This is an optimization exercise on Yosys and OpenROAD, whose aim is small area, not a production implementation.
The RTL was checked by simulation tests, not by an equivalence proof against the original design.
No activity file was given, so power comes from the tool's default toggle rates.

Design ps2, start of the top module:
module ps2(CLOCK_50, RESET, PS2_CLK, PS2_DAT, LCD_ON, LCD_BLON, LCD_EN,
	LCD_RS, LCD_DATA, LCD_RW, HEX0, HEX1, HEX4, HEX5, GPIO_1, LEDR, KEY);
input CLOCK_50, RESET, PS2_CLK, PS2_DAT;
input [1:0] KEY;
output wire [6:0] HEX0;
output wire [6:0] HEX1;
output wire [6:0] HEX4;
output wire [6:0] HEX5;
output [1:0] GPIO_1;
output [1:0] LEDR;
output LCD_ON;
output LCD_BLON;
output LCD_EN;
output LCD_RS;
output LCD_RW;
output [7:0] LCD_DATA;
reg [2:0] ps2ClkSync;
reg [1:0] ps2DatSync;
always @(posedge CLOCK_50) begin
	ps2ClkSync <= {ps2ClkSync[1:0], PS2_CLK};
	ps2DatSync <= {ps2DatSync[0], PS2_DAT};
end
wire ps2ClkRise = ps2ClkSync[1] & ~ps2ClkSync[2];
wire ps2Dat = ps2DatSync[1];
reg [22:0] porLfsr;
reg resetNeg;
wire [21:0] rx = porLfsr[22:1];
wire porEnd = (porLfsr == 23'h35601F);
wire writeData = rx[21];
wire shiftOn = rx[20];
wire [6:0] ASCIIData = rx[19:13];
wire [7:0] PS2Data = rx[12:5];    
wire prevF0 = rx[4];              
wire [3:0] rxState = rx[3:0];     
wire shiftCode = (PS2Data == 8'h12) || (PS2Data == 8'h59);
wire isF0 = (PS2Data == 8'hF0);
wire brk = isF0 | prevF0;
wire [6:0] a;
asciirom rom(.sh(shiftOn), .code(PS2Data), .q(a));
  ...
Size: roughly 640 cells after synthesis, roughly 72 flip-flops, ~51 I/O pins, about 4300 um2 of cells after synthesis.
clock: 20.0 ns
lec_check: 0
abc_area: 1
cap_margin: 20
core_margin: 2
core_utilization: 70
slew_margin: 20
standard.sh (not shown) runs the stock make flow with config.mk's settings and CLKGATE_MAP_FILE= SYNTH_SCRIPT=/design/flow/synth_recipe.tcl, a recipe that flattens the netlist after the stock synthesis.
==> flow/flow/run.sh <==
#!/bin/bash
# Standard layout, except:
#  * synthesis is the standard script with a stronger ABC mapping script
#    (flow/map.abc) in place of ORFS's abc_area.script; registers are
#    mapped before ABC runs, so they are the standard synthesis's;
#  * the port buffers are plain buf_1 cells;
#  * clock tree synthesis uses clkbuf_8 cells and no dummy loads.
set -euo pipefail
here=$(pwd)
sed 's|log_cmd abc {\*}$abc_args|log_cmd abc -script '"$here"'/flow/map.abc {*}[lrange $abc_args 2 end]|' \
	"$FLOW_HOME/scripts/synth.tcl" > flow_synth.tcl
grep -q 'flow/map.abc' flow_synth.tcl
sed "s|source \$::env(SCRIPTS_DIR)/synth.tcl|source $here/flow_synth.tcl|" synth_recipe.tcl > flow_synth_recipe.tcl
grep -q 'flow_synth.tcl' flow_synth_recipe.tcl
export BUFFER_PORTS_ARGS="-buffer_cell sky130_fd_sc_hd__buf_1"
export CTS_ARGS="-sink_clustering_enable -repair_clock_nets -buf_list {sky130_fd_sc_hd__clkbuf_4 sky130_fd_sc_hd__clkbuf_8} -dont_use_dummy_load"
bash standard.sh SYNTH_SCRIPT="$here/flow_synth_recipe.tcl" synth > synth.log 2>&1
bash standard.sh SYNTH_SCRIPT="$here/flow_synth_recipe.tcl" finish > layout.log 2>&1
==> flow/flow/map.abc <==
strash
&get -n
&deepsyn -T 180
&put
dch
map -a
mfs2 -a
strash
dch
map -a
topo
The baseline produced a clean layout.
Change:
--- a/flow/flow/run.sh
+++ b/flow/flow/run.sh
@@ -15,3 +15,3 @@
 export BUFFER_PORTS_ARGS="-buffer_cell sky130_fd_sc_hd__buf_1"
-export CTS_ARGS="-sink_clustering_enable -repair_clock_nets -buf_list {sky130_fd_sc_hd__clkbuf_4 sky130_fd_sc_hd__clkbuf_8} -dont_use_dummy_load"
+export CTS_ARGS="-sink_clustering_enable -repair_clock_nets -buf_list sky130_fd_sc_hd__clkbuf_8 -dont_use_dummy_load"
 bash standard.sh SYNTH_SCRIPT="$here/flow_synth_recipe.tcl" synth > synth.log 2>&1
Settings changed: CORE_UTILIZATION 70 to 60.
After rerunning:
- setup slack improves by 5.2 ps
- sequential share of layout area is about the same
- worst hold slack improves by 4.9 ps
- routed wire length goes down by 6.1%
- cell count came out higher by about 2.5%
- sequential cell count is unchanged
- clock skew barely changes
Change:
Settings changed: CORE_UTILIZATION 60 to 75.
Outcome:
- The changed run completed with no timing, DRC or antenna violations
- worst hold slack is about the same
- final area shrinks by 0.64%
- total power stays flat
- setup slack gains 3.2 ps
- sequential power hardly moves
- routed wire length grows by 1.6%
- count of clock-buffer cells in the layout stays the same
- die area shrinks by 19%
- first-iteration DRC count grows by 120%
- core utilization grows by 16 points

[what the ideal ports hide]
No port has a modelled driver above. Below, the same layouts with a new extraction and two added sets of constraints.
Step 1: set_driving_cell puts a clkbuf_16 on CLOCK_50 and a buf_2 on each other input, an assumption about the parent block.
Step 2, shift: input delay + t, output delay - t, t = (earliest + latest rising clock arrival at the registers) / 2. This alone moves slack from input paths to output paths.
Three values: ideal, step 1, step 2; two values: the first two.
| run | t (ns) | setup WS [ns] | clock arrival spread, ns | slew at the worst register clock pin (ns) | worst data-port slew with drivers (ns) |
|---|---|---|---|---|---|
| the first run | 0.369 | 11.764 / 11.739 / 11.739 | 0.026 / 0.026 | 0.08 / 0.08 | 0.03 |
| the second run | 0.366 | 11.770 / 11.746 / 11.746 | 0.026 / 0.026 | 0.08 / 0.08 | 0.03 |
| the third run | 0.376 | 11.773 / 11.749 / 11.749 | 0.034 / 0.034 | 0.09 / 0.09 | 0.04 |
After both steps setup and hold are still met in every run listed. The setup slack of the first run, which loses most, moves by -0.025 ns with the drivers and by -0.025 ns with both steps.
